This design comes from an exercise in tuning for small area on the open sky130 flow, not from production work.
The RTL was checked by simulation tests, not by an equivalence proof against the original design.
No activity file was given, so power comes from the tool's default toggle rates.

===== flow/design.v =====
module flash_bus_controller #(
	parameter PERIOD			= 8,
	parameter NUM_OF_CHIPS 			= 4,
	parameter OP_WIDTH			= 5,
	parameter BUS_ADDR_WIDTH		= 40,
	parameter LENGTH_WIDTH			= 15
)
(
	input 	i_clk,
	input 	i_rst,
	output reg				o_busy,		 
	input 	[OP_WIDTH-1:0] 			i_operation,	 
	input 	[log2(NUM_OF_CHIPS)-1:0]	i_chip,		 
	input 	[BUS_ADDR_WIDTH-1:0] 		i_addr,		 
	input 	[LENGTH_WIDTH-1:0]		i_length,	 
	input 					i_start,	 
        output  [LENGTH_WIDTH-1:0]              o_sample_count,  
        output	[NUM_OF_CHIPS-1:0] 		o_chip_ready,	 
	output	[NUM_OF_CHIPS-1:0] 		o_chip_result,	 
	output	[NUM_OF_CHIPS-1:0] 		o_chip_exists,	 
        input [15:0] i_adc_sample_fifo_data,
        input        i_adc_sample_fifo_almost_empty,
        input        i_adc_sample_fifo_empty,
        output       o_adc_sample_fifo_re,
        input        i_adc_sample_fifo_valid,
	output [12:0] o_wr_buffer_addr,
	input  [15:0] i_wr_buffer_data,
	output [12:0] o_rd_buffer_addr,
	output [15:0] o_rd_buffer_data,
	output	      o_rd_buffer_we,
	input 	[7:0] 		  i_bus_data,
	output	[7:0]	 	  o_bus_data,
	output		 	  o_bus_data_tri_n,
	output			  o_bus_we_n,
	output			  o_bus_re_n,
	output [NUM_OF_CHIPS-1:0] o_bus_ces_n,
	output			  o_bus_cle,
	output			  o_bus_ale
);
function integer log2;
	input integer value;
begin
	if (value <= 2) begin
		log2 = 1;
	end else begin
		for (log2 = 0; value > 1; log2 = log2 + 1)
			value = value >> 1;
	end
end
endfunction
	localparam S_RESET = 4'd0;
	localparam S_SU0   = 4'd1;
	localparam S_SU1   = 4'd2;
	localparam S_IDLE  = 4'd3;
	localparam S_ADC0  = 4'd4;
	localparam S_ADC1  = 4'd5;
	localparam S_WB    = 4'd6;
	localparam S_RHW   = 4'd7;
	localparam S_ADL   = 4'd8;
	localparam S_WHR   = 4'd9;
	localparam S_RSTAT = 4'd10;
	localparam S_RDATA = 4'd11;
	localparam S_CMD0  = 4'd12;
	localparam S_CMD1  = 4'd13;
	localparam S_ADDR  = 4'd14;
	localparam S_WDATA = 4'd15;
	reg [3:0]  state;
	reg [3:0]  cnt;            
	reg [3:0]  op;             
	reg [1:0]  chip;
	reg [39:0] addr;
	reg [2:0]  ab;             
	reg [13:0] hi;             
	reg        b0;             
	reg        l0;             
	reg [1:0]  so;             
	reg [3:0]  ready, result, exists;
	reg [14:0] scount;
	reg        adc_re;
	reg [13:0] wra;
	reg [12:0] rda;
	reg [15:0] rdd;
	reg        rdwe;
	reg [7:0]  bin;
	reg [7:0]  dout;
	reg        cle, ale, wd, act;
	wire is_w   = state[3] & state[2];
	wire is_r   = state[3] & ~state[2] & state[1];
	wire fresh  = act & (state == S_RESET);    
	wire c12    = (cnt == 4'd1) | (cnt == 4'd2);
	wire op_rs  = (op == 4'd0);
	wire op_rst = (op == 4'd2);
	wire op_st  = (op == 4'd3);
	wire op_sr  = (op == 4'd4);
	wire op_cr  = (op == 4'd5);
	wire op_pg  = (op == 4'd6);
	wire op_er  = (op == 4'd7);
	wire op_id  = (op == 4'd8);
	wire op_rp  = (op == 4'd9);
	wire op_ck  = (op == 4'd10);
	wire [14:0] bc    = {hi, b0};
	wire [14:0] bc_m1 = bc - 15'd1;
	wire        bc_is1 = (hi == 14'd0) & b0;
	wire end6  = (cnt == 4'd5);
	wire end8  = (cnt == 4'd7);
	wire end9  = (cnt == 4'd8);
	wire end13 = (cnt == 4'd12);
	wire endrst = (cnt == 4'd7) & (hi == 14'd0);
	wire [3:0] dec = 4'b0001 << chip;
	wire [1:0] nc  = op_rs ? chip : chip + 2'd1;
	wire [7:0] abyte = (ab == 3'd5) ? addr[7:0]   :
	                   (ab == 3'd4) ? addr[15:8]  :
	                   (ab == 3'd3) ? addr[23:16] :
	                   (ab == 3'd2) ? addr[31:24] : addr[39:32];
	reg [3:0]  state_n, cnt_n, op_n;
	reg [1:0]  chip_n, so_n;
	reg [2:0]  ab_n;
	reg [13:0] hi_n;
	reg        b0_n, l0_n;
	reg [3:0]  ready_n, result_n, exists_n;
	reg [14:0] scount_n;
	reg        adc_re_n;
	reg [13:0] wra_n;
	reg [12:0] rda_n;
	reg [15:0] rdd_n;
	reg        rdwe_n;
	reg [7:0]  dout_n;
	reg        wra_step;
	always @* begin
		state_n  = state;
		cnt_n    = cnt + 4'd1;
		op_n     = op;
		chip_n   = chip;
		so_n     = so;
		ab_n     = ab;
		hi_n     = hi;
		b0_n     = b0;
		l0_n     = l0;
		ready_n  = ready;
		result_n = result;
		exists_n = exists;
		scount_n = scount;
		adc_re_n = 1'b0;
		wra_step = 1'b0;
		rda_n[2:0]  = rdwe ? rda[2:0] - 3'd1 : rda[2:0];
		rda_n[12:3] = (rdwe && rda[2:0] == 3'd0) ? rda[12:3] + 10'd1 : rda[12:3];
		rdd_n[15:8] = (b0 | fresh) ? rdd[15:8] : bin;
		rdd_n[7:0]  = (b0 & ~fresh) ? bin : rdd[7:0];
		rdwe_n   = 1'b0;
		dout_n   = 8'h00;
		o_busy   = 1'b1;
		case (state)
		S_RESET: begin
			if (cnt == 4'd15)
				hi_n = hi - 14'd1;
			chip_n = 2'd3;
			op_n   = 4'd2;
			if (endrst) begin
				ready_n = 4'hF;
				cnt_n   = 4'd0;
				state_n = S_SU0;
			end
		end
		S_SU0: begin
			cnt_n = 4'd0;
			if (so == 2'd3) begin
				state_n = S_IDLE;
			end else if (ready[nc]) begin
				state_n = S_SU1;
			end else begin
				op_n    = 4'd0;
				chip_n  = nc;
				state_n = op_rs ? S_RSTAT : S_CMD0;
			end
		end
		S_SU1: begin
			cnt_n   = 4'd0;
			op_n    = (so == 2'd0) ? 4'd2 : (so == 2'd1) ? 4'd3 : 4'd10;
			chip_n  = nc;
			if (nc == 2'd3)
				so_n = so + 2'd1;
			state_n = S_CMD0;
		end
		S_IDLE: begin
			cnt_n  = 4'd0;
			o_busy = 1'b0;
			op_n   = {i_operation[3] | i_operation[4], i_operation[2] | i_operation[4], i_operation[1:0]};
			chip_n = i_chip;
			hi_n   = i_length[14:1];
			l0_n   = i_length[0];
			rda_n  = 13'd7;
			if (i_start)
				state_n = (i_operation == 5'd1)  ? S_RSTAT :
				          (i_operation == 5'd11) ? S_ADC0  : S_CMD0;
		end
		S_CMD0: begin
			dout_n = op_rs  ? 8'h70 :
			         op_rst ? 8'hFF :
			         (op_id | op_ck) ? 8'h90 :
			         op_rp  ? 8'hEC :
			         op_pg  ? 8'h80 :
			         op_er  ? 8'h60 :
			         op_st  ? 8'hEF : 8'h00;
			ab_n = (op_st | op_id | op_ck | op_rp) ? 3'd1 : op_er ? 3'd3 : 3'd5;
			if (op_rst)
				ready_n = ready & ~dec;
			if (end6) begin
				cnt_n   = 4'd0;
				state_n = (op_rs | op_cr) ? S_WHR : op_rst ? S_WB : S_ADDR;
			end
		end
		S_ADDR: begin
			dout_n = (op_st | op_id | op_ck | op_rp) ? {7'd0, op_st} : abyte;
			if (op_rp)
				ready_n = ready & ~dec;
			if (end6) begin
				cnt_n = 4'd0;
				if (ab == 3'd1)
					state_n = (op_pg | op_st) ? S_ADL :
					          op_rp ? S_WB :
					          (op_id | op_ck) ? S_WHR : S_CMD1;
				else
					ab_n = ab - 3'd1;
			end
		end
		S_CMD1: begin
			dout_n = op_sr ? 8'h30 : op_pg ? 8'h10 : op_er ? 8'hD0 : 8'h00;
			if (op_er | op_sr)
				ready_n = ready & ~dec;
			if (end6) begin
				cnt_n   = 4'd0;
				state_n = (op_er | op_pg | op_sr) ? S_WB : S_IDLE;
			end
		end
		S_WHR: begin
			if (op_id | op_ck) begin
				hi_n = 14'd3;
				b0_n = 1'b0;
			end else begin
				b0_n = l0;
			end
			if (end8) begin
				cnt_n   = 4'd0;
				state_n = op_rs ? S_RSTAT : S_RDATA;
			end
		end
		S_RSTAT: begin
			if (end6) begin
				ready_n  = (ready  & ~dec) | (dec & {4{bin[6]}});
				result_n = (result & ~dec) | (dec & {4{bin[0]}});
				cnt_n    = 4'd0;
				state_n  = S_RHW;
			end
		end
		S_ADL: begin
			if (end9) begin
				wra_step = 1'b1;
				cnt_n    = 4'd0;
				state_n  = S_WDATA;
				if (op_st) begin
					hi_n = 14'd2;
					b0_n = 1'b0;
				end else begin
					b0_n = l0;
				end
			end
		end
		S_RHW, S_WB: begin
			if (end13) begin
				cnt_n   = 4'd0;
				state_n = (so != 2'd3) ? S_SU0 : S_IDLE;
			end
		end
		S_WDATA: begin
			dout_n  = op_st ? {5'd0, hi[1], 2'd0} : (b0 ? i_wr_buffer_data[7:0] : i_wr_buffer_data[15:8]);
			ready_n = ready & ~dec;
			if (end6) begin
				wra_step = 1'b1;
				{hi_n, b0_n} = bc_m1;
				cnt_n = 4'd0;
				if (bc_is1)
					state_n = op_pg ? S_CMD1 : S_WB;
			end
		end
		S_RDATA: begin
			if (end6) begin
				rdwe_n = ~op_ck & b0;
				if ((op_id | op_ck) && hi[1:0] == 2'd2 && b0 && bin != 8'd0)
					exists_n = exists | dec;
				{hi_n, b0_n} = bc_m1;
				cnt_n = 4'd0;
				if (bc_is1)
					state_n = S_RHW;
			end
		end
		S_ADC0: begin
			cnt_n = 4'd0;
			if (i_adc_sample_fifo_empty) begin
				scount_n = 15'd0;
				state_n  = S_ADC1;
			end else if (adc_re && i_adc_sample_fifo_valid) begin
				rdd_n    = i_adc_sample_fifo_data;
				rdwe_n   = 1'b1;
				scount_n = scount + 15'd1;
				if (i_adc_sample_fifo_almost_empty)
					state_n = S_ADC1;
				else
					adc_re_n = 1'b1;
			end else begin
				scount_n = 15'd0;
				adc_re_n = 1'b1;
			end
		end
		S_ADC1: begin
			cnt_n    = 4'd0;
			rdd_n    = 16'hFFFF;
			rdwe_n   = 1'b1;
			scount_n = scount + 15'd1;
			state_n  = S_IDLE;
		end
		endcase
		if (state == S_IDLE)
			wra_n = 14'd15;
		else if (wra_step) begin
			wra_n[3:0]  = wra[3:0] - 4'd1;
			wra_n[13:4] = (wra[3:0] == 4'd0) ? wra[13:4] + 10'd1 : wra[13:4];
		end else
			wra_n = wra;
	end
	always @(posedge i_clk or posedge i_rst) begin
		if (i_rst) begin
			state  <= S_RESET;
			cnt    <= 4'd0;
			hi     <= 14'd7812;
			b0     <= 1'b0;
			l0     <= 1'b0;
			so     <= 2'd0;
			ready  <= 4'd0;
			result <= 4'd0;
			exists <= 4'd0;
			scount <= 15'd0;
			adc_re <= 1'b0;
			wra    <= 14'd0;
			rda    <= 13'd0;
			rdd    <= 16'd0;
			rdwe   <= 1'b0;
			dout   <= 8'd0;
			cle    <= 1'b0;
			ale    <= 1'b0;
			wd     <= 1'b1;
			act    <= 1'b1;
		end else begin
			state  <= state_n;
			cnt    <= cnt_n;
			hi     <= hi_n;
			b0     <= b0_n;
			l0     <= l0_n;
			so     <= so_n;
			ready  <= ready_n;
			result <= result_n;
			exists <= exists_n;
			scount <= scount_n;
			adc_re <= adc_re_n;
			wra    <= wra_n;
			rda    <= rda_n;
			rdd    <= rdd_n;
			rdwe   <= rdwe_n;
			dout   <= dout_n;
			cle    <= (state == S_CMD0) | (state == S_CMD1);
			ale    <= (state == S_ADDR);
			wd     <= (state == S_WDATA);
			act    <= state[3];
		end
	end
	always @(posedge i_clk) begin
		op   <= op_n;
		chip <= chip_n;
		ab   <= ab_n;
		bin  <= i_bus_data;
		if (state == S_IDLE)
			addr <= i_addr;
	end
	assign o_sample_count       = scount;
	assign o_adc_sample_fifo_re = adc_re;
	assign o_bus_data           = dout;
	assign o_bus_data_tri_n     = ~(cle | ale | wd);
	assign o_bus_we_n           = ~(is_w & c12);
	assign o_bus_re_n           = ~(is_r & c12);
	assign o_bus_ces_n          = ~({4{act}} & ({4{fresh}} | dec));
	assign o_bus_cle            = cle;
	assign o_bus_ale            = ale;
	assign o_chip_ready         = ready;
	assign o_chip_result        = result;
	assign o_chip_exists        = exists;
	assign o_wr_buffer_addr     = wra[13:1];
	assign o_rd_buffer_addr     = rda;
	assign o_rd_buffer_data     = rdd;
	assign o_rd_buffer_we       = rdwe;
endmodule

===== flow/flow/run.sh =====
#!/bin/bash
# Own layout flow: the standard synthesis unchanged; its combinational
# cells re-mapped for area (flip-flops untouched, equivalence proved); then
# the standard ORFS steps with minimum-size port buffers and a CTS without
# dummy loads. If a layout attempt fails (e.g. a routing fault), the layout
# is redone from the floorplan at a lower utilization.
set -uo pipefail
WORK=$(pwd)
R=$WORK/orfs/results/$FLOW_PLATFORM/flash_bus_controller/base
mkdir -p "$WORK/resyn_logs"
bash standard.sh synth > synth_tool.log 2>&1 || exit 1
bash flow/resyn.sh "$R" "$WORK/resyn_logs" > resyn_tool.log 2>&1 || exit 1
n=0
for util in 65 58 50 45; do
  n=$((n+1))
  if bash standard.sh \
      "CORE_UTILIZATION=$util" \
      "BUFFER_PORTS_ARGS=-buffer_cell sky130_fd_sc_hd__buf_1" \
      "CTS_ARGS=-sink_clustering_enable -repair_clock_nets -dont_use_dummy_load -buf_list {sky130_fd_sc_hd__clkbuf_4 sky130_fd_sc_hd__clkbuf_8}" \
      finish > layout_tool_try$n.log 2>&1; then
    exit 0
  fi
  # keep the failed attempt's logs, then clear every result after synthesis
  mkdir -p "$WORK/failed_try$n"
  cp -r "$WORK/orfs/logs" "$WORK/failed_try$n/" 2>/dev/null || true
  find "$R" -maxdepth 1 -name '[2-6]_*' -exec rm -rf {} +
  rm -f "$R/route.guide" "$R/updated_clks.sdc" "$R/clock_period.txt.bak" "$WORK/out/final.def"
  find "$WORK/orfs/logs/$FLOW_PLATFORM/flash_bus_controller/base" -maxdepth 1 -name '[2-6]_*' -exec rm -f {} +
  find "$WORK/orfs/reports/$FLOW_PLATFORM/flash_bus_controller/base" -maxdepth 1 -name '[2-6]_*' -exec rm -f {} +
done
exit 1

===== flow/flow/abc1.script =====
&get -n
&st
&deepsyn -I 4 -T 60
&dch -f
&nf -a -R 1000
&put

===== flow/flow/abc2.script =====
&get -n
&st
&dch -f
&nf -a
&st
&dch -f
&nf -a
&st
&dch -f
&nf -a -R 1000
&put

===== flow/flow/cutff.py =====
import re,sys
# Replace every flip-flop instance by module ports: Q becomes an input ffq_<n>, every other pin an output.
src=open(sys.argv[1]).read()
pat=re.compile(r'^\s*(sky130_fd_sc_hd__(?:df|edf|sdf|sedf)\w*)\s+(\\\S+|\w+)\s*\((.*?)\);',re.M|re.S)
newports=[];decls=[];assigns=[]
idx=[0]
def rep(m):
    typ,inst,body=m.group(1),m.group(2),m.group(3)
    key=re.sub(r'[^A-Za-z0-9_]','_',inst.lstrip('\\'))
    for pm in re.finditer(r'\.(\w+)\(\s*(.*?)\s*\)\s*(?:,|$)',body,re.S):
        pin,net=pm.group(1),pm.group(2)
        if pin in ('Q','Q_N'):
            n='ffq_%s_%s'%(key,pin); newports.append(n); decls.append('  input %s;'%n)
            assigns.append('  assign %s = %s ;'%(net,n) if pin=='Q' else '  assign %s = ~%s ;'%(net,'ffq_%s_Q'%key))
        elif pin in ('CLK','CLK_N'):
            pass
        else:
            n='ffo_%s_%s'%(key,pin); newports.append(n); decls.append('  output %s;'%n)
            assigns.append('  assign %s = %s ;'%(n,net))
    return ''
out=pat.sub(rep,src)
# add ports to module header
out=re.sub(r'(module\s+\w+\s*\()',lambda m:m.group(1)+','.join(newports)+',',out,count=1)
out=out.replace('endmodule','\n'.join(decls+assigns)+'\nendmodule')
open(sys.argv[2],'w').write(out)

===== flow/flow/resyn.sh =====
#!/bin/bash
# Re-map the combinational cells of the standard synthesis netlist for area.
# Flip-flop instances (names, cell types, connections) are kept exactly as
# the standard synthesis made them. Each candidate is proved combinationally
# equivalent to the standard netlist (flip-flops cut by instance name) with a
# SAT proof; the smallest proven candidate replaces 1_2_yosys.v.
# usage: resyn.sh <results dir> <log dir>
set -uo pipefail
R=$1; LOGD=$2
HERE=$(cd "$(dirname "$0")" && pwd)
L=$FLOW_HOME/platforms/sky130hd/lib/sky130_fd_sc_hd__tt_025C_1v80.lib
YOSYS=${YOSYS_EXE:-$(command -v yosys || echo "$FLOW_HOME/../tools/install/yosys/bin/yosys")}
DU=""
for c in $(sed -n '/^export DONT_USE_CELLS += \\/,/^#/p' "$FLOW_HOME/platforms/sky130hd/config.mk" | tr -d '\\' | grep -o 'sky130_fd_sc_hd__[a-z0-9_]*'); do DU="$DU -dont_use $c"; done
cp "$R/1_2_yosys.v" "$LOGD/std_1_2_yosys.v"
GOLD=$LOGD/std_1_2_yosys.v
python3 "$HERE/cutff.py" "$GOLD" "$LOGD/gold_cut.v"
best=""; bestarea=""
area_of() {
  cat > "$LOGD/area_$2.ys" <<EOT
read_liberty -lib $L
read_verilog $1
hierarchy -top $FLOW_TOP
stat -liberty $L
EOT
  "$YOSYS" -q -l "$LOGD/area_$2.log" "$LOGD/area_$2.ys" >/dev/null 2>&1
  grep "Chip area" "$LOGD/area_$2.log" | tail -1 | awk '{print $NF}'
}
stdarea=$(area_of "$GOLD" std)
echo "standard netlist area: $stdarea"
for s in "$HERE"/abc*.script; do
  n=$(basename "$s" .script)
  out=$LOGD/resyn_$n.v
  cat > "$LOGD/resyn_$n.ys" <<EOT
read_liberty -ignore_miss_func $L
setattr -mod -set keep_hierarchy 1 sky130_fd_sc_hd__df* sky130_fd_sc_hd__edf* sky130_fd_sc_hd__sdf* sky130_fd_sc_hd__sedf* sky130_fd_sc_hd__dl*
read_verilog $GOLD
hierarchy -top $FLOW_TOP
flatten
opt_clean
select -module $FLOW_TOP
techmap
opt -fast
abc -liberty $L $DU -script $s
opt_clean -purge
select -clear
hilomap -singleton -hicell sky130_fd_sc_hd__conb_1 HI -locell sky130_fd_sc_hd__conb_1 LO
splitnets
opt_clean -purge
insbuf -buf sky130_fd_sc_hd__buf_4 A X
select $FLOW_TOP
write_verilog -noattr -noexpr -nohex -nodec -selected $out
EOT
  if ! timeout 600 "$YOSYS" -l "$LOGD/resyn_$n.log" "$LOGD/resyn_$n.ys" >/dev/null 2>&1; then echo "$n: resynthesis failed"; continue; fi
  a=$(area_of "$out" "$n")
  python3 "$HERE/cutff.py" "$out" "$LOGD/gate_cut_$n.v" || { echo "$n: cut failed"; continue; }
  cat > "$LOGD/eqv_$n.ys" <<EOT
read_liberty -ignore_miss_func $L
read_verilog $LOGD/gold_cut.v
rename $FLOW_TOP gold
read_verilog $LOGD/gate_cut_$n.v
rename $FLOW_TOP gate
flatten gold gate
miter -equiv -flatten -make_assert gold gate miter
hierarchy -top miter
sat -verify -prove-asserts miter
EOT
  if timeout 900 "$YOSYS" -l "$LOGD/eqv_$n.log" "$LOGD/eqv_$n.ys" >/dev/null 2>&1; then
    echo "$n: area $a, proved equivalent"
    if [ -z "$best" ] || awk "BEGIN{exit !($a < $bestarea)}"; then best=$out; bestarea=$a; fi
  else
    echo "$n: area $a, NOT proved equivalent, discarded"
  fi
done
if [ -n "$best" ] && awk "BEGIN{exit !($bestarea < $stdarea)}"; then
  echo "using $best ($bestarea < $stdarea)"
  cp "$best" "$R/1_2_yosys.v"
  rm -f "$R/1_synth.odb"
else
  echo "keeping the standard netlist"
fi

===== flow/standard.sh =====
#!/bin/bash
# synth_recipe.tcl (not shown) runs the flow's synth.tcl, then flattens the netlist and writes it again
# the make line also repeats each setting of config.mk as NAME=value (left out here)
make -C /OpenROAD-flow-scripts/flow DESIGN_CONFIG=/design/flow/config.mk WORK_HOME=/design/flow/orfs CLKGATE_MAP_FILE= SYNTH_SCRIPT=/design/flow/synth_recipe.tcl "${@:-finish}"

===== flow/config.mk =====
export PLATFORM = sky130hd
export DESIGN_NAME = flash_bus_controller
export DESIGN_NICKNAME = flash_bus_controller
export VERILOG_FILES = /design/flow/design.v
export SDC_FILE = /design/flow/constraint.sdc
export NUM_CORES = 4
export LEC_CHECK = 0
export CAP_MARGIN = 20
export CORE_MARGIN = 2
export CORE_UTILIZATION = 40
export SLEW_MARGIN = 20

===== flow/constraint.sdc =====
create_clock -name core_clock -period 8.0 [get_ports {i_clk}]
set_input_delay 1.6000 -clock core_clock [delete_from_list [all_inputs] [get_ports {i_clk}]]
set_output_delay 1.6000 -clock core_clock [all_outputs]
set_load 0.01 [all_outputs]

==> results of run 1 <==
## worst max path at each step
stage	slack (ns)	endpoint	startpoint	cells after the start
after floorplan	3.17	o_busy	state[0]	2
after global placement	3.63	o_busy	state[2]	5
after detailed placement	3.51	o_busy	state[2]	5
after CTS	3.00	o_busy	state[2]	5
after global routing	2.71	o_busy	state[2]	5
final	3.00	o_busy	state[2]	5
## area by class of cell
type / count / area [µm²]
Fill cell: 876 / 3120
Multi-Input combinational cell: 498 / 2730
Clock buffer: 17 / 234
Tap cell: 143 / 179
Sequential cell: 167 / 4390
Timing Repair Buffer: 200 / 766
Inverter: 13 / 51.3
## metrics by stage
stage,power [µW],hold WS [ns]
2_1_floorplan,2010,0.429
3_3_place_gp,2200,0.438
3_5_place_dp,2230,0.445
4_1_cts,2670,0.461
5_1_grt,2860,0.481
6_report,2670,0.458
## where the power goes
part | internal (µW) | switching, µW
combinational | 328 | 588
clock | 187 | 256
sequential | 1120 | 196
total | 1630 | 1040
## layer usage
layer	GRT usage	part of all wire
met1	0.389	0.42
met2	0.458	0.49
met3	0.0734	0.073
met4	0.0951	0.021
met5	0	0
## sequential cells by signal (all words and copies together), names as in the netlist, 3 cells and up, named ones only
register / cells
scount: 15
hi: 14
wra: 14
rda: 13
rdd: 16
op: 4
ready: 4
cnt: 4
exists: 4
state: 4
dout: 8
bin: 8
ab: 3
addr: 40
==> impl_metrics.json, run 1 <==
{
  "ff2ff_setup_slack_ns": 3.83,
  "r2r-end": "wra[13]",
  "cellLeakagePower_uw": 0.00334,
  "grt_usage": 0.287,
  "fin_util": 0.728,
  "h-tree-depth": 4,
  "hold_class": "reg2reg",
  "clock_skew_ns": 0.0280,
  "clk_latency_ns": 0.45,
  "fin_setup_tns_ns": 0,
  "layout.nets": 1005,
  "final_cell_mix": "buf_1 (196), dfrtp_1 (102), nor2_1 (89)",
  "holdBufCountCts": 0,
  "dp.cells": 1021,
  "yosysWarnings": 1,
  "crit_required_ns": 6.40,
  "port-buffer-count": 196,
  "slew_headroom": 0.296,
  "drt_iter0_drc": 413,
  "syn_area_um2": 7680,
  "cts_resized": 0,
  "root_buffer": "clkbuf_8",
  "critPathMaxFanout": 67,
  "drv_cap": 0,
  "drive_gt1_frac": 0.0358,
  "final-setup-viol-count": 0,
  "post_cts_buffers": 0,
  "r2r-start": "state[3]",
  "syn_area_per_cell_um2": 10.3,
  "diodes": 0,
  "ant_nets": 0,
  "die_h_um": 113,
  "finalCritPeriodShare": 0.625,
  "final_area_um2": 8350,
  "final_common_cell": "buf_1",
  "grt_max_degree": 68,
  "crit_family": "buffers and inverters",
  "maxSlewViolCount": 0,
  "holdPathEnd": "exists[1]",
  "initial_core_util": 0.670,
  "wirelength_um": 17600,
  "ios": 197,
  "path_buf_inv": 3,
  "cts_sinks": 167,
  "cp_slowest_stage_delay_ns": 0.79,
  "rsz0062_at_grt": "no",
  "core_um2": 11500,
  "fmax_ghz": 0.200,
  "cts_tree": "built",
  "gp_congestion": 0.934,
  "finalHoldViolCount": 0,
  "row_count": 39,
  "grt_pass1_wl_um": 28700,
  "max-vdd-ir-drop_v": 0.000215,
  "cts_buffers": 17,
  "drc": 0,
  "path_class": "reg2out",
  "slowest_stage": "clkinv_1",
  "finalNonFillerCells": 1038,
  "clk_pin_slew_ns": 0.08,
  "overflow": 0,
  "worstPathArrival_ns": 3.40,
  "vias": 6169,
  "hp-start": "exists[1]",
  "end_kind": "primary output",
  "min_path_cells": 1,
  "viasPerCell": 5.94,
  "cp_cell_sequence": "nor2_1 > and3_2 > buf_4 > clkinv_1 > buf_1",
  "worstSetupStartpointType": "register",
  "clk_path_buf_depth": 2,
  "placed_area_um2": 8110,
  "syn_nets": 855,
  "syn2layout_area_growth_pct": 8.73,
  "tightest_slew_ns": 1.05,
  "routedWlPerCell_um": 16.9,
  "dp_slack_ns": 3.51,
  "drtPass1Iterations": 6,
  "status": "timing/DRC/antenna clean",
  "power.density_nw_per_um2": 320,
  "die_area_um2": 12700,
  "min_period_ns": 5.00,
  "grt_pass1_vias": 5977,
  "antenna_found_initial": 0,
  "synth_cells": 747,
  "die_w_um": 113,
  "dp_hpwl_um": 12800,
  "setup_slack_ns": 3.00,
  "r2r_cells": 17
}
==> run 2: changes to the inputs <==
--- a/flow/design.v
+++ b/flow/design.v
@@ -108,10 +108,11 @@
 	wire endrst = (cnt == 4'd7) & (hi == 14'd0);
 	wire [3:0] dec = 4'b0001 << chip;
 	wire [1:0] nc  = op_rs ? chip : chip + 2'd1;
-	wire [7:0] abyte = (ab == 3'd5) ? addr[7:0]   :
-	                   (ab == 3'd4) ? addr[15:8]  :
-	                   (ab == 3'd3) ? addr[23:16] :
-	                   (ab == 3'd2) ? addr[31:24] : addr[39:32];
+	wire [7:0] abyte = (ab == 3'd0) ? addr[7:0]   :
+	                   (ab == 3'd1) ? addr[15:8]  :
+	                   (ab == 3'd2) ? addr[23:16] :
+	                   (ab == 3'd3) ? addr[31:24] :
+	                   (ab == 3'd4) ? addr[39:32] : {7'd0, ab == 3'd5};
 	reg [3:0]  state_n, cnt_n, op_n;
 	reg [1:0]  chip_n, so_n;
 	reg [2:0]  ab_n;
@@ -177,6 +178,7 @@
 			cnt_n   = 4'd0;
 			op_n    = (so == 2'd0) ? 4'd2 : (so == 2'd1) ? 4'd3 : 4'd10;
 			chip_n  = nc;
+			hi_n    = {12'd0, 1'b1, so[1]};    
 			if (nc == 2'd3)
 				so_n = so + 2'd1;
 			state_n = S_CMD0;
@@ -186,8 +188,16 @@
 			o_busy = 1'b0;
 			op_n   = {i_operation[3] | i_operation[4], i_operation[2] | i_operation[4], i_operation[1:0]};
 			chip_n = i_chip;
-			hi_n   = i_length[14:1];
-			l0_n   = i_length[0];
+			if (i_operation == 5'd8 || i_operation == 5'd10) begin
+				hi_n = 14'd3;
+				l0_n = 1'b0;
+			end else if (i_operation == 5'd3) begin
+				hi_n = 14'd2;
+				l0_n = 1'b0;
+			end else begin
+				hi_n = i_length[14:1];
+				l0_n = i_length[0];
+			end
 			rda_n  = 13'd7;
 			if (i_start)
 				state_n = (i_operation == 5'd1)  ? S_RSTAT :
@@ -201,7 +211,7 @@
 			         op_pg  ? 8'h80 :
 			         op_er  ? 8'h60 :
 			         op_st  ? 8'hEF : 8'h00;
-			ab_n = (op_st | op_id | op_ck | op_rp) ? 3'd1 : op_er ? 3'd3 : 3'd5;
+			ab_n = op_st ? 3'd5 : (op_id | op_ck | op_rp) ? 3'd6 : op_er ? 3'd2 : 3'd0;
 			if (op_rst)
 				ready_n = ready & ~dec;
 			if (end6) begin
@@ -210,17 +220,17 @@
 			end
 		end
 		S_ADDR: begin
-			dout_n = (op_st | op_id | op_ck | op_rp) ? {7'd0, op_st} : abyte;
+			dout_n = abyte;
 			if (op_rp)
 				ready_n = ready & ~dec;
 			if (end6) begin
 				cnt_n = 4'd0;
-				if (ab == 3'd1)
+				if (ab[2])
 					state_n = (op_pg | op_st) ? S_ADL :
 					          op_rp ? S_WB :
 					          (op_id | op_ck) ? S_WHR : S_CMD1;
 				else
-					ab_n = ab - 3'd1;
+					ab_n = ab + 3'd1;
 			end
 		end
 		S_CMD1: begin
@@ -233,12 +243,7 @@
 			end
 		end
 		S_WHR: begin
-			if (op_id | op_ck) begin
-				hi_n = 14'd3;
-				b0_n = 1'b0;
-			end else begin
-				b0_n = l0;
-			end
+			b0_n = l0;
 			if (end8) begin
 				cnt_n   = 4'd0;
 				state_n = op_rs ? S_RSTAT : S_RDATA;
@@ -257,12 +262,7 @@
 				wra_step = 1'b1;
 				cnt_n    = 4'd0;
 				state_n  = S_WDATA;
-				if (op_st) begin
-					hi_n = 14'd2;
-					b0_n = 1'b0;
-				end else begin
-					b0_n = l0;
-				end
+				b0_n     = l0;
 			end
 		end
 		S_RHW, S_WB: begin
==> run 2 against run 1 <==
Critical path depth is 5 higher. Combinational power is 8.8% lower. Sequential power barely moved. Clock skew up 0.0016 ns. Via count decreased by 2.4%. Clock-buffer cell count stayed put. Area after synthesis decreased by 0.94%. Wire length up 0.72%. Critical endpoint is now rdd[9]. Highest routed layer unchanged.
==> impl_metrics.json, run 2 <==
{
  "status": "timing/DRC/antenna clean",
  "overflow": 0,
  "crit_family": "simple AND/OR/NAND/NOR gates",
  "fin_setup_tns_ns": 0,
  "dp_hpwl_um": 12700,
  "final-setup-viol-count": 0,
  "r2r-end": "rdd[9]",
  "largest_reg_flops": 40,
  "layout.nets": 978,
  "slew_headroom": 0.368,
  "viasPerCell": 5.96,
  "cellLeakagePower_uw": 0.00334,
  "cp_cell_sequence": "buf_1 > nor3_1 > nand3_1 > nor3b_1 > buf_4 > nand2b_1 > a21boi_0 > nand2_1 > o22ai_1 > nor2_1",
  "grt_max_degree": 71,
  "r2r_cells": 10,
  "drv_cap": 0,
  "rsz0062_at_grt": "no",
  "clk_pin_slew_ns": 0.06,
  "min_period_ns": 4.42,
  "syn2layout_area_growth_pct": 9.21,
  "root_buffer": "clkbuf_8",
  "holdBufCountCts": 0,
  "maxSlewViolCount": 0,
  "final_common_cell": "buf_1",
  "fmax_ghz": 0.226,
  "syn_area_um2": 7610,
  "critPathMaxFanout": 17,
  "grt_usage": 0.284,
  "clk_path_buf_depth": 2,
  "power.density_nw_per_um2": 311,
  "wirelength_um": 17700,
  "initial_core_util": 0.666,
  "clock_skew_ns": 0.0296,
  "hp-start": "exists[2]",
  "r2r-start": "state[1]",
  "cts_tree": "built",
  "syn_nets": 824,
  "path_buf_inv": 2,
  "yosysWarnings": 1,
  "crit_required_ns": 8.33,
  "multi_input_area_um2": 2680,
  "fill_cells": 881,
  "antenna_found_initial": 0,
  "finalHoldViolCount": 0,
  "h-tree-depth": 4,
  "path_class": "in2reg",
  "grt_pass1_wl_um": 28100,
  "finalCritPeriodShare": 0.552,
  "synth_cells": 716,
  "diodes": 0,
  "final_cell_mix": "buf_1 (196), dfrtp_1 (102), nor2_1 (91)",
  "hold_class": "reg2reg",
  "drtPass1Iterations": 5,
  "worstSetupStartpointType": "primary input",
  "core_um2": 11400,
  "cts_resized": 0,
  "die_w_um": 112,
  "critPathLaunch": "i_adc_sample_fifo_empty",
  "clk_latency_ns": 0.46,
  "row_count": 39,
  "drt_iter0_drc": 530,
  "cts_sinks": 167,
  "die_area_um2": 12600,
  "vias": 6022,
  "cts_buffers": 17,
  "holdPathEnd": "exists[2]",
  "worstPathArrival_ns": 4.74,
  "port-buffer-count": 196,
  "end_kind": "register",
  "ff2ff_setup_slack_ns": 3.67,
  "cp.depth": 10,
  "top_regs": "addr: 40 flops, rdd: 16 flops, scount: 15 flops",
  "ios": 197,
  "die_h_um": 112,
  "ant_nets": 0,
  "final-seq-area_um2": 4390,
  "syn_area_per_cell_um2": 10.6,
  "cp_slowest_stage_delay_ns": 0.81,
  "regMostFlops": "addr",
  "grt_pass1_vias": 5830,
  "min_path_cells": 1,
  "drive_gt1_frac": 0.0403,
  "drc": 0,
  "gp_congestion": 0.949,
  "whs_ns": 0.462,
  "post_cts_buffers": 0,
  "max-vdd-ir-drop_v": 0.000220,
  "slowest_stage": "a21boi_0",
  "routedWlPerCell_um": 17.5,
  "tightest_slew_ns": 0.940
}
[run 2: layer usage]
metal  routed length (µm)  up-vias  GRT usage
li1                     -     2857          -
met1                 7720     2853      0.386
met2                 8160      284      0.446
met3                 1510       28     0.0783
met4                  326        0      0.100
met5                    0        -          0
[run 2: per-stage QoR]
step	instance area [µm²]	total power, µW	utilization	setup WS, ns	std cells
after CTS	8310	2580	0.728	3.64	1011
after floorplan	7610	1940	-	2.14	716
after detailed placement	8070	2150	0.707	3.19	994
after global routing	8310	2750	0.728	3.17	1011
final	8310	2590	0.728	3.58	1011
after global placement	8070	2110	0.706	3.36	993
[run 2: report_power, final]
part / leakage, µW / switching (µW) / internal [µW]
Sequential: 0.00190 / 206 / 1110
Clock: 0.000122 / 252 / 187
Combinational: 0.00132 / 521 / 313
Total: 0.00334 / 980 / 1610
[run 2: how the worst max path moves through the flow]
stage | slack (ns) | endpoint
6_report | 3.58 | rdd[9]
5_1_grt | 3.17 | rdd[15]
4_1_cts | 3.64 | rdd[9]
3_5_place_dp | 3.19 | rdd[9]
3_3_place_gp | 3.36 | rdd[9]
2_1_floorplan | 2.14 | o_busy
[run 2: layout make-up]
| class | count | share of cell area |
|---|---|---|
| sequential | 167 | 0.529 |
| tap | 143 | 0.0215 |
| timing repair buffer | 204 | 0.0958 |
| inverter | 7 | 0.00346 |
| multi-input combinational | 473 | 0.322 |
| clock buffer | 17 | 0.0282 |
==> run 3: changes to the inputs <==
--- a/flow/design.v
+++ b/flow/design.v
@@ -87,7 +87,7 @@
 	wire is_w   = state[3] & state[2];
 	wire is_r   = state[3] & ~state[2] & state[1];
 	wire fresh  = act & (state == S_RESET);    
-	wire c12    = (cnt == 4'd1) | (cnt == 4'd2);
+	wire c12    = ~cnt[2] & (cnt[1] ^ cnt[0]);    
 	wire op_rs  = (op == 4'd0);
 	wire op_rst = (op == 4'd2);
 	wire op_st  = (op == 4'd3);
@@ -101,13 +101,13 @@
 	wire [14:0] bc    = {hi, b0};
 	wire [14:0] bc_m1 = bc - 15'd1;
 	wire        bc_is1 = (hi == 14'd0) & b0;
-	wire end6  = (cnt == 4'd5);
-	wire end8  = (cnt == 4'd7);
-	wire end9  = (cnt == 4'd8);
-	wire end13 = (cnt == 4'd12);
+	wire end6  = cnt[2] & cnt[0];               
+	wire end8  = cnt[2] & cnt[1] & cnt[0];      
+	wire end9  = cnt[3];                        
+	wire end13 = cnt[3] & cnt[2];               
 	wire endrst = (cnt == 4'd7) & (hi == 14'd0);
 	wire [3:0] dec = 4'b0001 << chip;
-	wire [1:0] nc  = op_rs ? chip : chip + 2'd1;
+	wire [1:0] nc  = ~op[1] ? chip : chip + 2'd1;
 	wire [7:0] abyte = (ab == 3'd0) ? addr[7:0]   :
 	                   (ab == 3'd1) ? addr[15:8]  :
 	                   (ab == 3'd2) ? addr[23:16] :
@@ -171,7 +171,7 @@
 			end else begin
 				op_n    = 4'd0;
 				chip_n  = nc;
-				state_n = op_rs ? S_RSTAT : S_CMD0;
+				state_n = ~op[1] ? S_RSTAT : S_CMD0;
 			end
 		end
 		S_SU1: begin
@@ -221,32 +221,31 @@
 		end
 		S_ADDR: begin
 			dout_n = abyte;
-			if (op_rp)
+			if (op[3] & ~op[2] & op[0])    
 				ready_n = ready & ~dec;
 			if (end6) begin
 				cnt_n = 4'd0;
 				if (ab[2])
-					state_n = (op_pg | op_st) ? S_ADL :
-					          op_rp ? S_WB :
-					          (op_id | op_ck) ? S_WHR : S_CMD1;
+					state_n = (op[3] & ~op[2]) ? (op[0] ? S_WB : S_WHR) :         
+					          (~op[3] & op[1] & ~(op[2] & op[0])) ? S_ADL : S_CMD1;  
 				else
 					ab_n = ab + 3'd1;
 			end
 		end
 		S_CMD1: begin
-			dout_n = op_sr ? 8'h30 : op_pg ? 8'h10 : op_er ? 8'hD0 : 8'h00;
-			if (op_er | op_sr)
+			dout_n = op[3] ? 8'h00 : op[0] ? 8'hD0 : op[1] ? 8'h10 : 8'h30;
+			if (~op[3] & (op[0] | ~op[1]))    
 				ready_n = ready & ~dec;
 			if (end6) begin
 				cnt_n   = 4'd0;
-				state_n = (op_er | op_pg | op_sr) ? S_WB : S_IDLE;
+				state_n = ~op[3] ? S_WB : S_IDLE;
 			end
 		end
 		S_WHR: begin
 			b0_n = l0;
 			if (end8) begin
 				cnt_n   = 4'd0;
-				state_n = op_rs ? S_RSTAT : S_RDATA;
+				state_n = (~op[3] & ~op[2]) ? S_RSTAT : S_RDATA;
 			end
 		end
 		S_RSTAT: begin
@@ -272,20 +271,20 @@
 			end
 		end
 		S_WDATA: begin
-			dout_n  = op_st ? {5'd0, hi[1], 2'd0} : (b0 ? i_wr_buffer_data[7:0] : i_wr_buffer_data[15:8]);
+			dout_n  = op[0] ? {5'd0, hi[1], 2'd0} : (b0 ? i_wr_buffer_data[7:0] : i_wr_buffer_data[15:8]);
 			ready_n = ready & ~dec;
 			if (end6) begin
 				wra_step = 1'b1;
 				{hi_n, b0_n} = bc_m1;
 				cnt_n = 4'd0;
 				if (bc_is1)
-					state_n = op_pg ? S_CMD1 : S_WB;
+					state_n = op[0] ? S_WB : S_CMD1;
 			end
 		end
 		S_RDATA: begin
 			if (end6) begin
-				rdwe_n = ~op_ck & b0;
-				if ((op_id | op_ck) && hi[1:0] == 2'd2 && b0 && bin != 8'd0)
+				rdwe_n = ~op[1] & b0;
+				if (op[3] && hi[1:0] == 2'd2 && b0 && bin != 8'd0)
 					exists_n = exists | dec;
 				{hi_n, b0_n} = bc_m1;
 				cnt_n = 4'd0;
==> run 3 against run 2 <==
Clock power about the same. Critical path depth shrank 5. Sequential power barely moved. Synthesized cell count rose by 1.3%. Flip-flop and latch count did not move. Worst setup slack worse by 0.18 ns. Register-to-register slack better by 0.14 ns. Sequential share of layout area increased by 0.096 points. Combinational power is 0.8% higher. Critical endpoint is now o_busy.
==> impl_metrics.json, run 3 <==
{
  "root_buffer": "clkbuf_8",
  "fin_util": 0.726,
  "dp.cells": 1001,
  "ios": 197,
  "holdPathEnd": "dout[1]",
  "hp-start": "addr[25]",
  "synth_cells": 725,
  "r2r-start": "state[3]",
  "tightest_slew_ns": 1.04,
  "syn_area_per_cell_um2": 10.5,
  "wirelength_um": 17700,
  "h-tree-depth": 4,
  "end_kind": "primary output",
  "layout.nets": 985,
  "routedWlPerCell_um": 17.4,
  "min_period_ns": 4.60,
  "fin_setup_tns_ns": 0,
  "min_path_cells": 2,
  "worstSetupStartpointType": "register",
  "core_um2": 11400,
  "grt_max_degree": 61,
  "drtPass1Iterations": 5,
  "worstPathArrival_ns": 3.00,
  "cts_resized": 0,
  "die_area_um2": 12600,
  "diodes": 0,
  "status": "timing/DRC/antenna clean",
  "ant_nets": 0,
  "rsz0062_at_grt": "no",
  "cp_cell_sequence": "nand2_1 > nor3_2 > buf_4 > clkinv_1 > buf_1",
  "cts_buffers": 17,
  "port-buffer-count": 196,
  "path_class": "reg2out",
  "r2r-end": "wra[13]",
  "holdBufCountCts": 0,
  "overflow": 0,
  "clock_skew_ns": 0.0233,
  "cp_slowest_stage_delay_ns": 0.74,
  "antenna_found_initial": 0,
  "cts_tree": "built",
  "yosysWarnings": 1,
  "top_usage_layer": "met2",
  "top_regs": "addr: 40 flops, rdd: 16 flops, scount: 15 flops",
  "syn_nets": 833,
  "drive_gt1_frac": 0.0423,
  "met2_usage": 0.460,
  "drv_cap": 0,
  "crit_family": "buffers and inverters",
  "max-vdd-ir-drop_v": 0.000251,
  "vias": 6152,
  "r2r_cells": 15,
  "power.density_nw_per_um2": 316,
  "syn2layout_area_growth_pct": 9.28,
  "final-setup-viol-count": 0,
  "gp_congestion": 0.929,
  "viasPerCell": 6.04,
  "syn_area_um2": 7590,
  "crit_required_ns": 6.40,
  "hold_class": "reg2reg",
  "fmax_ghz": 0.217,
  "ff2ff_setup_slack_ns": 3.81,
  "grt_pass1_vias": 5871,
  "largest_reg_flops": 40,
  "finalCritPeriodShare": 0.575,
  "slowest_stage": "clkinv_1",
  "met1_usage": 0.383,
  "clk_pin_slew_ns": 0.08,
  "clk_path_buf_depth": 2,
  "dp_hpwl_um": 12700,
  "cellLeakagePower_uw": 0.00334,
  "slew_headroom": 0.300,
  "grt_usage": 0.285,
  "grtUsageMet3": 0.0734,
  "post_cts_buffers": 0,
  "finalNonFillerCells": 1018,
  "clk_latency_ns": 0.45,
  "finalHoldViolCount": 0,
  "drt_iter0_drc": 544,
  "critPathMaxFanout": 53,
  "grt_pass1_wl_um": 28300,
  "path_buf_inv": 3,
  "drc": 0,
  "maxSlewViolCount": 0,
  "final_common_cell": "buf_1",
  "initial_core_util": 0.665,
  "regMostFlops": "addr",
  "final_cell_mix": "buf_1 (196), dfrtp_1 (102), nor2_1 (83)",
  "die_h_um": 112,
  "cts_sinks": 167,
  "die_w_um": 112,
  "row_count": 39
}
-- run 3: worst max path at each step --
stage                         from      to  slack, ns  cells after the start
final                     state[1]  o_busy       3.40                      5
after global placement    state[1]  o_busy       3.96                      5
after floorplan           state[1]  o_busy       0.52                      3
after detailed placement  state[0]  o_busy       3.83                      5
after global routing      state[0]  o_busy       3.17                      5
after CTS                 state[1]  o_busy       3.37                      5
-- run 3: metrics by stage --
stage / area, µm² / hold slack, ns / worst slack (ns) / total power, µW
2_1_floorplan: 7590 / 0.425 / 0.515 / 1960
3_3_place_gp: 8040 / 0.437 / 3.96 / 2150
3_5_place_dp: 8040 / 0.440 / 3.83 / 2180
4_1_cts: 8280 / 0.474 / 3.37 / 2620
5_1_grt: 8290 / 0.491 / 3.17 / 2790
6_report: 8290 / 0.473 / 3.40 / 2620
-- run 3: area by class of cell --
type | count | area (µm²)
timing repair buffer | 202 | 781
clock buffer | 17 | 234
inverter | 12 | 47.5
tap | 143 | 179
sequential | 167 | 4390
multi-input combinational | 477 | 2660
fill | 849 | 3130
-- run 3: worst reg2reg max path, stage by stage (launching register included) --
cell and delay, ns:
dfrtp_1 0.73, nand2_1 0.15, nor2_1 0.22, o21a_1 0.20, a21oi_1 0.15, or4_1 0.56
or3_1 0.39, nor2_1 0.24, and3_1 0.24, and2_0 0.25, and3_1 0.23, and2_0 0.24
and3_1 0.22, nand2_1 0.09, nand3_1 0.08, o21ai_0 0.11
-- run 3: layer usage --
metal | part of all wire | vias to the layer above | wire [µm]
li1 | - | 2871 | -
met1 | 0.42 | 2954 | 7350
met2 | 0.47 | 298 | 8360
met3 | 0.091 | 29 | 1610
met4 | 0.019 | 0 | 339
met5 | 0 | - | 0
-- run 3: power breakdown --
part | switching, µW | internal, µW
sequential | 223 | 1120
combinational | 540 | 302
clock | 251 | 188
==> run 4: changes to the inputs <==
--- a/flow/design.v
+++ b/flow/design.v
@@ -234,7 +234,7 @@
 		end
 		S_CMD1: begin
 			dout_n = op[3] ? 8'h00 : op[0] ? 8'hD0 : op[1] ? 8'h10 : 8'h30;
-			if (~op[3] & (op[0] | ~op[1]))    
+			if (~op[3])    
 				ready_n = ready & ~dec;
 			if (end6) begin
 				cnt_n   = 4'd0;
==> run 4 against run 3 <==
Sequential share of layout area is 0.072 points lower. Sequential power hardly changed. Largest cell class unchanged. Still clean. Synthesized cell count is 1.2% lower. First-iteration DRC count is 22% higher. Largest power group unchanged. Maximum frequency is 5.2% lower. Register-to-register slack worse by 0.22 ns. Critical endpoint unchanged.
==> impl_metrics.json, run 4 <==
{
  "final_cell_mix": "buf_1 (196), dfrtp_1 (102), nor2_1 (84)",
  "whs_ns": 0.461,
  "grt_max_degree": 82,
  "hold_class": "reg2reg",
  "drt_iter0_drc": 662,
  "fmax_ghz": 0.206,
  "dp_hpwl_um": 12500,
  "clk_path_buf_depth": 2,
  "largest_reg_flops": 40,
  "cts_sinks": 167,
  "fin_util": 0.727,
  "wl_met1_um": 7460,
  "viasPerCell": 6.05,
  "syn2layout_area_growth_pct": 9.11,
  "status": "timing/DRC/antenna clean",
  "diodes": 0,
  "clock_skew_ns": 0.0215,
  "finalHoldViolCount": 0,
  "cellLeakagePower_uw": 0.00333,
  "dr_wl_met3_um": 1430,
  "critPathMaxFanout": 54,
  "wl_met2_um": 8330,
  "end_kind": "primary output",
  "rsz0062_at_grt": "no",
  "routedWlPerCell_um": 17.4,
  "drtPass1Iterations": 6,
  "grt_usage": 0.286,
  "cts_resized": 0,
  "crit_required_ns": 6.40,
  "port-buffer-count": 196,
  "final-setup-viol-count": 0,
  "regMostFlops": "addr",
  "yosysWarnings": 1,
  "worstSetupStartpointType": "register",
  "fin_setup_tns_ns": 0,
  "slew_headroom": 0.325,
  "final_common_cell": "buf_1",
  "antenna_found_initial": 0,
  "die_area_um2": 12600,
  "core_um2": 11400,
  "post_cts_buffers": 0,
  "drc": 0,
  "layout.nets": 976,
  "row_count": 39,
  "max-vdd-ir-drop_v": 0.000233,
  "finalCritPeriodShare": 0.607,
  "clk_pin_slew_ns": 0.08,
  "syn_area_per_cell_um2": 10.6,
  "placed_area_um2": 8070,
  "top_regs": "addr: 40 flops, rdd: 16 flops, scount: 15 flops",
  "synth_cells": 716,
  "die_h_um": 112,
  "vias": 6101,
  "syn_area_um2": 7610,
  "drive_gt1_frac": 0.0393,
  "h-tree-depth": 4,
  "tightest_slew_ns": 1.00,
  "min_period_ns": 4.86,
  "grt_pass1_vias": 5846,
  "initial_core_util": 0.667,
  "wirelength_um": 17500,
  "gp_congestion": 0.880,
  "syn_nets": 824,
  "ant_nets": 0,
  "die_w_um": 112,
  "grt_pass1_wl_um": 28300,
  "overflow": 0,
  "ios": 197,
  "root_buffer": "clkbuf_8",
  "worstPathArrival_ns": 3.26,
  "final_area_um2": 8300,
  "holdBufCountCts": 0,
  "maxSlewViolCount": 0,
  "drv_cap": 0,
  "path_class": "reg2out",
  "cts_tree": "built",
  "clk_latency_ns": 0.45,
  "dr.max_layer_used": "met4",
  "power.density_nw_per_um2": 317,
  "cts_buffers": 17
}
[run 4: power breakdown]
group          internal [µW]  total, µW  switching (µW)
registers               1130       1340             214
clock network            188        443             255
logic                    312        844             532
total                   1630       2630            1000
[run 4: final timing paths]
path / startpoint / endpoint / slack (ns) / cells after the start
max: state[0] / o_busy / 3.15 / 5
min: exists[1] / exists[1] / 0.46 / 1
max reg2reg: state[2] / rdd[15] / 3.59 / 9
min reg2reg: exists[1] / exists[1] / 0.46 / 1
max in group asynchronous: i_rst / scount[5] / 5.83 / 3
min in group asynchronous: i_rst / rdd[10] / 1.12 / 2
[run 4: area by class of cell]
class	instances	area, µm²
clock buffer	17	234
fill	870	3110
tap	143	179
inverter	12	47.5
timing repair buffer	202	785
sequential	167	4390
multi-input combinational	468	2670
[run 4: per-layer routing]
metal | global-route usage | vias up
li1 | - | 2865
met1 | 0.394 | 2952
met2 | 0.450 | 260
met3 | 0.0778 | 24
met4 | 0.0919 | 0
met5 | 0 | -
[run 4: metrics by stage]
step | setup slack [ns] | cells | power [µW]
6_report | 3.15 | 1009 | 2630
4_1_cts | 3.13 | 1009 | 2630
2_1_floorplan | 0.460 | 716 | 1990
3_3_place_gp | 3.05 | 992 | 2150
5_1_grt | 2.89 | 1009 | 2790
3_5_place_dp | 2.88 | 992 | 2190
[run 4: critical path, cell delays in order (launching register included)]
cell,delay [ns]
dfrtp_1,0.78
nand2_1,0.27
nor3_2,0.17
buf_4,0.55
clkinv_1,0.70
buf_1,0.28
==> run 5: changes to the inputs <==
--- a/flow/flow/run.sh
+++ b/flow/flow/run.sh
@@ -11,7 +11,7 @@
 bash standard.sh synth > synth_tool.log 2>&1 || exit 1
 bash flow/resyn.sh "$R" "$WORK/resyn_logs" > resyn_tool.log 2>&1 || exit 1
 n=0
-for util in 65 58 50 45; do
+for util in 86 78 65 58; do
   n=$((n+1))
   if bash standard.sh \
       "CORE_UTILIZATION=$util" \
==> run 5 against run 4 <==
Still clean. Clock power up 5.2%. First-iteration DRC count rose to 2.7 times the previous value. Clock skew increased by 0.0087 ns. Clock-buffer cell count is the same. Total power grew 4.6%. Worst hold slack worse by 0.0050 ns. Design area shrank 1.5%. Synthesized cell count down 0.98%. Area after synthesis is 0.99% lower. Critical path type is now reg2reg. Critical endpoint is now hi[12].
==> impl_metrics.json, run 5 <==
{
  "cts_resized": 0,
  "grt_pass1_wl_um": 37600,
  "grt_max_degree": 58,
  "finalHoldViolCount": 0,
  "diodes": 0,
  "clock_skew_ns": 0.0302,
  "ant_nets": 0,
  "syn_area_per_cell_um2": 10.6,
  "grt_usage": 0.515,
  "final_common_cell": "buf_1",
  "min_path_cells": 1,
  "syn_area_um2": 7540,
  "cp_slowest_stage_delay_ns": 0.90,
  "final_cell_mix": "buf_1 (196), dfrtp_1 (102), nor2_1 (78)",
  "cts_buffers": 17,
  "cp_cell_sequence": "nor4_1 > nand3_1 > o31ai_1 > nand2b_1 > nor4_1 > nand2b_1 > or3_1 > nor4_1 > nand2b_1 > nor3_1 > a21oi_1 > nand2_1",
  "final-setup-viol-count": 0,
  "root_buffer": "clkbuf_8",
  "top_regs": "addr: 40 flops, rdd: 16 flops, scount: 15 flops",
  "core_um2": 8590,
  "drive_gt1_frac": 0.0385,
  "drc": 0,
  "slowest_stage": "nor4_1",
  "die_h_um": 97.6,
  "post_cts_buffers": 0,
  "cts_sinks": 167,
  "finalCritPeriodShare": 0.599,
  "clk_path_buf_depth": 2,
  "clk_pin_slew_ns": 0.06,
  "drv_cap": 0,
  "viasPerCell": 7.58,
  "path_class": "reg2reg",
  "ios": 197,
  "worstPathArrival_ns": 5.17,
  "fin_setup_tns_ns": 0,
  "row_count": 34,
  "ff2ff_setup_slack_ns": 3.21,
  "end_kind": "register",
  "rsz0062_at_grt": "no",
  "drtPass1Iterations": 13,
  "routedWlPerCell_um": 25.0,
  "holdPathEnd": "exists[0]",
  "h-tree-depth": 4,
  "hold_class": "reg2reg",
  "vias": 7318,
  "largest_reg_flops": 40,
  "syn_nets": 817,
  "r2r-end": "hi[12]",
  "port-buffer-count": 196,
  "die_w_um": 97.6,
  "critPathMaxFanout": 19,
  "status": "timing/DRC/antenna clean",
  "grt_pass1_vias": 7088,
  "yosysWarnings": 1,
  "overflow": 0,
  "hp-start": "exists[0]",
  "clk_latency_ns": 0.48,
  "power.density_nw_per_um2": 336,
  "slew_headroom": 0.306,
  "gp_congestion": 1.09,
  "fill_cells": 227,
  "r2r-start": "state[0]",
  "drt_iter0_drc": 1761,
  "crit_required_ns": 8.38,
  "cellLeakagePower_uw": 0.00325,
  "max-vdd-ir-drop_v": 0.000211,
  "holdBufCountCts": 0,
  "dp_hpwl_um": 14500,
  "syn2layout_area_growth_pct": 8.58,
  "min_period_ns": 4.79,
  "regMostFlops": "addr",
  "tightest_slew_ns": 1.04,
  "maxSlewViolCount": 0,
  "initial_core_util": 0.877,
  "wirelength_um": 24200,
  "r2r_cells": 12,
  "fin_util": 0.952,
  "antenna_found_initial": 1,
  "synth_cells": 709,
  "cts_tree": "built",
  "fmax_ghz": 0.209,
  "worstSetupStartpointType": "register",
  "layout.nets": 968,
  "die_area_um2": 9530
}
[run 5: where the power goes]
part	leakage, µW	internal, µW	total, µW	switching, µW
Sequential	0.00189	1120	1370	243
Combinational	0.00123	291	917	625
Clock	0.000122	188	466	278
Total	0.00325	1600	2750	1150
[run 5: worst max-delay path by stage]
stage / from / to / slack [ns] / cells past startpoint
after floorplan: state[0] / o_busy / 0.29 / 3
after global placement: state[0] / wra[13] / 4.34 / 13
after detailed placement: state[0] / wra[13] / 3.96 / 13
after CTS: state[0] / wra[13] / 3.65 / 13
after global routing: state[0] / hi[12] / 3.16 / 12
final: state[0] / hi[12] / 3.21 / 12
[run 5: stage by stage]
| stage | instances | hold WS (ns) | area [µm²] | worst slack [ns] | power (µW) |
|---|---|---|---|---|---|
| after floorplan | 709 | 0.429 | 7540 | 0.293 | 1940 |
| after global placement | 949 | 0.440 | 7940 | 4.34 | 2090 |
| after detailed placement | 949 | 0.443 | 7940 | 3.96 | 2170 |
| after CTS | 966 | 0.456 | 8170 | 3.65 | 2650 |
| after global routing | 966 | 0.481 | 8180 | 3.16 | 2850 |
| final | 966 | 0.456 | 8180 | 3.21 | 2750 |
[run 5: final cells by class]
type,count,area [µm²],share of cell area
Tap cell,108,135,0.0165
Inverter,9,36.3,0.00443
Clock buffer,17,234,0.0286
Timing Repair Buffer,201,773,0.0945
Multi-Input combinational cell,464,2610,0.319
Sequential cell,167,4390,0.537
[run 5: layer usage]
layer / share of wire / global-route usage
met5: 0.00054 / 0
met4: 0.094 / 0.288
met3: 0.16 / 0.183
met2: 0.46 / 0.814
met1: 0.29 / 0.622
[run 5: worst max-delay path: cells and delay by family (launching register included)]
family	cells	cell delay, ns
AOI/OAI and AO/OA	2	0.32
and+or+nand+nor	10	3.80
DFF	1	0.60
==> run 6: changes to the inputs <==
--- a/flow/flow/run.sh
+++ b/flow/flow/run.sh
@@ -11,7 +11,7 @@
 bash standard.sh synth > synth_tool.log 2>&1 || exit 1
 bash flow/resyn.sh "$R" "$WORK/resyn_logs" > resyn_tool.log 2>&1 || exit 1
 n=0
-for util in 86 78 65 58; do
+for util in 78 65 58 50; do
   n=$((n+1))
   if bash standard.sh \
       "CORE_UTILIZATION=$util" \
==> run 6 against run 5 <==
Still clean. Worst setup slack lost 0.12 ns. First-iteration DRC count decreased by 58%. Global-route usage down 14 points. Sequential power is essentially flat. Cell count increased by 2.2%. Total power is 4.6% lower. Combinational power is 9.4% lower. Clock skew increased by 0.0073 ns. Largest power group unchanged. Highest routed layer is now met4.
==> impl_metrics.json, run 6 <==
{
  "status": "timing/DRC/antenna clean",
  "clk_path_buf_depth": 2,
  "drv_cap": 0,
  "root_buffer": "clkbuf_8",
  "min_path_cells": 1,
  "cp_slowest_stage_delay_ns": 0.75,
  "syn_nets": 817,
  "holdPathEnd": "exists[0]",
  "drc": 0,
  "path_class": "reg2out",
  "fmax_ghz": 0.204,
  "drive_gt1_frac": 0.0396,
  "crit_required_ns": 6.40,
  "syn_area_um2": 7540,
  "grt_pass1_wl_um": 29500,
  "worstPathArrival_ns": 3.31,
  "final-setup-viol-count": 0,
  "cp_cell_sequence": "nand2_1 > nor3_2 > buf_4 > clkinv_1 > buf_1",
  "initial_core_util": 0.808,
  "holdBufCountCts": 0,
  "final_area_um2": 8210,
  "clock_skew_ns": 0.0375,
  "hp-start": "exists[0]",
  "ff2ff_setup_slack_ns": 3.88,
  "slowest_stage": "clkinv_1",
  "fin_setup_tns_ns": 0,
  "critPathLaunch": "state[1]",
  "diodes": 0,
  "wirelength_um": 19000,
  "cts_sinks": 167,
  "dp_hpwl_um": 13600,
  "yosysWarnings": 1,
  "path_buf_inv": 3,
  "clk_pin_slew_ns": 0.07,
  "cts_buffers": 17,
  "antenna_found_initial": 0,
  "cellLeakagePower_uw": 0.00324,
  "core_um2": 9330,
  "clk_latency_ns": 0.45,
  "hold_class": "reg2reg",
  "overflow": 0,
  "die_area_um2": 10500,
  "cts_resized": 0,
  "regMostFlops": "addr",
  "crit_family": "buffers and inverters",
  "final_cell_mix": "buf_1 (196), dfrtp_1 (102), nor2_1 (78)",
  "syn_area_per_cell_um2": 10.6,
  "rsz0062_at_grt": "no",
  "slew_headroom": 0.273,
  "layout.nets": 968,
  "synth_cells": 709,
  "worstSetupStartpointType": "register",
  "ant_nets": 0,
  "vias": 6479,
  "maxSlewViolCount": 0,
  "r2r_cells": 13,
  "r2r-start": "state[1]",
  "tightest_slew_ns": 1.08,
  "die_w_um": 102,
  "h-tree-depth": 4,
  "finalHoldViolCount": 0,
  "post_cts_buffers": 0,
  "grt_max_degree": 59,
  "die_h_um": 102,
  "grt_usage": 0.371,
  "cts_tree": "built",
  "dp.cells": 970,
  "finalCritPeriodShare": 0.613,
  "top_regs": "addr: 40 flops, rdd: 16 flops, scount: 15 flops",
  "drtPass1Iterations": 9,
  "gp_congestion": 0.980,
  "ios": 197,
  "finalNonFillerCells": 987,
  "syn2layout_area_growth_pct": 8.90,
  "end_kind": "primary output",
  "placed_area_um2": 7970,
  "max-vdd-ir-drop_v": 0.000194,
  "drt_iter0_drc": 732,
  "largest_reg_flops": 40,
  "critPathMaxFanout": 56,
  "min_period_ns": 4.91,
  "port-buffer-count": 196,
  "row_count": 35,
  "grt_pass1_vias": 6030,
  "power.density_nw_per_um2": 319,
  "r2r-end": "wra[13]",
  "viasPerCell": 6.56,
  "final_common_cell": "buf_1",
  "routedWlPerCell_um": 19.2
}
[run 6: per-layer routing]
layer | part of all wire | global-route usage | up-vias
li1 | - | - | 2859
met1 | 0.36 | 0.469 | 3057
met2 | 0.49 | 0.597 | 488
met3 | 0.11 | 0.125 | 75
met4 | 0.031 | 0.152 | 0
met5 | 0 | 0 | -
[run 6: worst register-to-register path: stages (launching register included)]
cell     delay, ns
dfrtp_1       0.69
nand2_1       0.33
o21ai_0       0.29
o21ai_0       0.21
or2_0         0.31
or3_1         0.39
nor2_1        0.23
and3_1        0.24
and2_0        0.28
and3_1        0.24
and2_0        0.25
and3_1        0.28
and3_1        0.20
nor3_1        0.05
[run 6: stage by stage]
step	worst slack (ns)	hold WS (ns)	util	power [µW]
global placement	3.88	0.438	0.854	2090
detailed placement	3.65	0.464	0.854	2160
CTS	3.20	0.475	0.879	2590
finish	3.09	0.474	0.880	2620
global route	2.88	0.501	0.880	2760
floorplan	0.293	0.429	-	1940
[run 6: how the worst max path moves through the flow]
| stage | cells past startpoint | endpoint | slack [ns] |
|---|---|---|---|
| global placement | 5 | o_busy | 3.88 |
| CTS | 5 | o_busy | 3.20 |
| floorplan | 3 | o_busy | 0.29 |
| global route | 5 | o_busy | 2.88 |
| finish | 5 | o_busy | 3.09 |
| detailed placement | 5 | o_busy | 3.65 |
[run 6: power breakdown]
part	internal [µW]	switching (µW)	total [µW]	leakage, µW
sequential	1120	226	1350	0.00189
combinational	291	541	831	0.00123
clock	188	254	441	0.000122
[run 6: layout make-up]
class,instances,area [µm²]
fill,456,1120
multi-input combinational,464,2610
sequential,167,4390
tap,129,161
clock buffer,17,234
inverter,9,36.3
timing repair buffer,201,773

-- afterwards: timing with drivers on the ports --
How much do the figures lean on ideal ports? The routed layouts below were timed once more, with nothing changed but the port constraints. Step 1: set_driving_cell puts a clkbuf_16 on i_clk and a buf_2 on each other input, an assumption about the parent block. Step 2 times the ports against the registers' clock, not the clock port: input delays grow and output delays shrink by t, the midpoint of the rising clock arrivals with the driver on. a / b / c = no drivers / after step 1 / after step 2; a / b = the first two.
| run | t, ns | slack for setup (ns) | latest minus earliest clock arrival (ns) | worst register clock-pin slew, ns | worst slew at a driven data input, ns |
|---|---|---|---|---|---|
| run 1 | 0.478 | 2.999 / 2.960 / 3.438 | 0.029 / 0.028 | 0.09 / 0.09 | 0.06 |
| run 2 | 0.487 | 3.582 / 3.595 / 3.108 | 0.030 / 0.030 | 0.09 / 0.09 | 0.05 |
| run 3 | 0.475 | 3.399 / 3.362 / 3.809 | 0.024 / 0.024 | 0.09 / 0.09 | 0.06 |
| run 4 | 0.480 | 3.145 / 3.105 / 2.891 | 0.025 / 0.025 | 0.08 / 0.08 | 0.06 |
| run 5 | 0.498 | 3.210 / 3.210 / 3.210 | 0.032 / 0.031 | 0.10 / 0.10 | 0.06 |
| run 6 | 0.472 | 3.092 / 3.055 / 3.527 | 0.037 / 0.038 | 0.09 / 0.09 | 0.05 |
After both steps setup and hold are still met in every run listed. For run 2, which loses most, drivers alone change the setup slack by +0.013 ns; drivers and shift together by -0.474 ns.
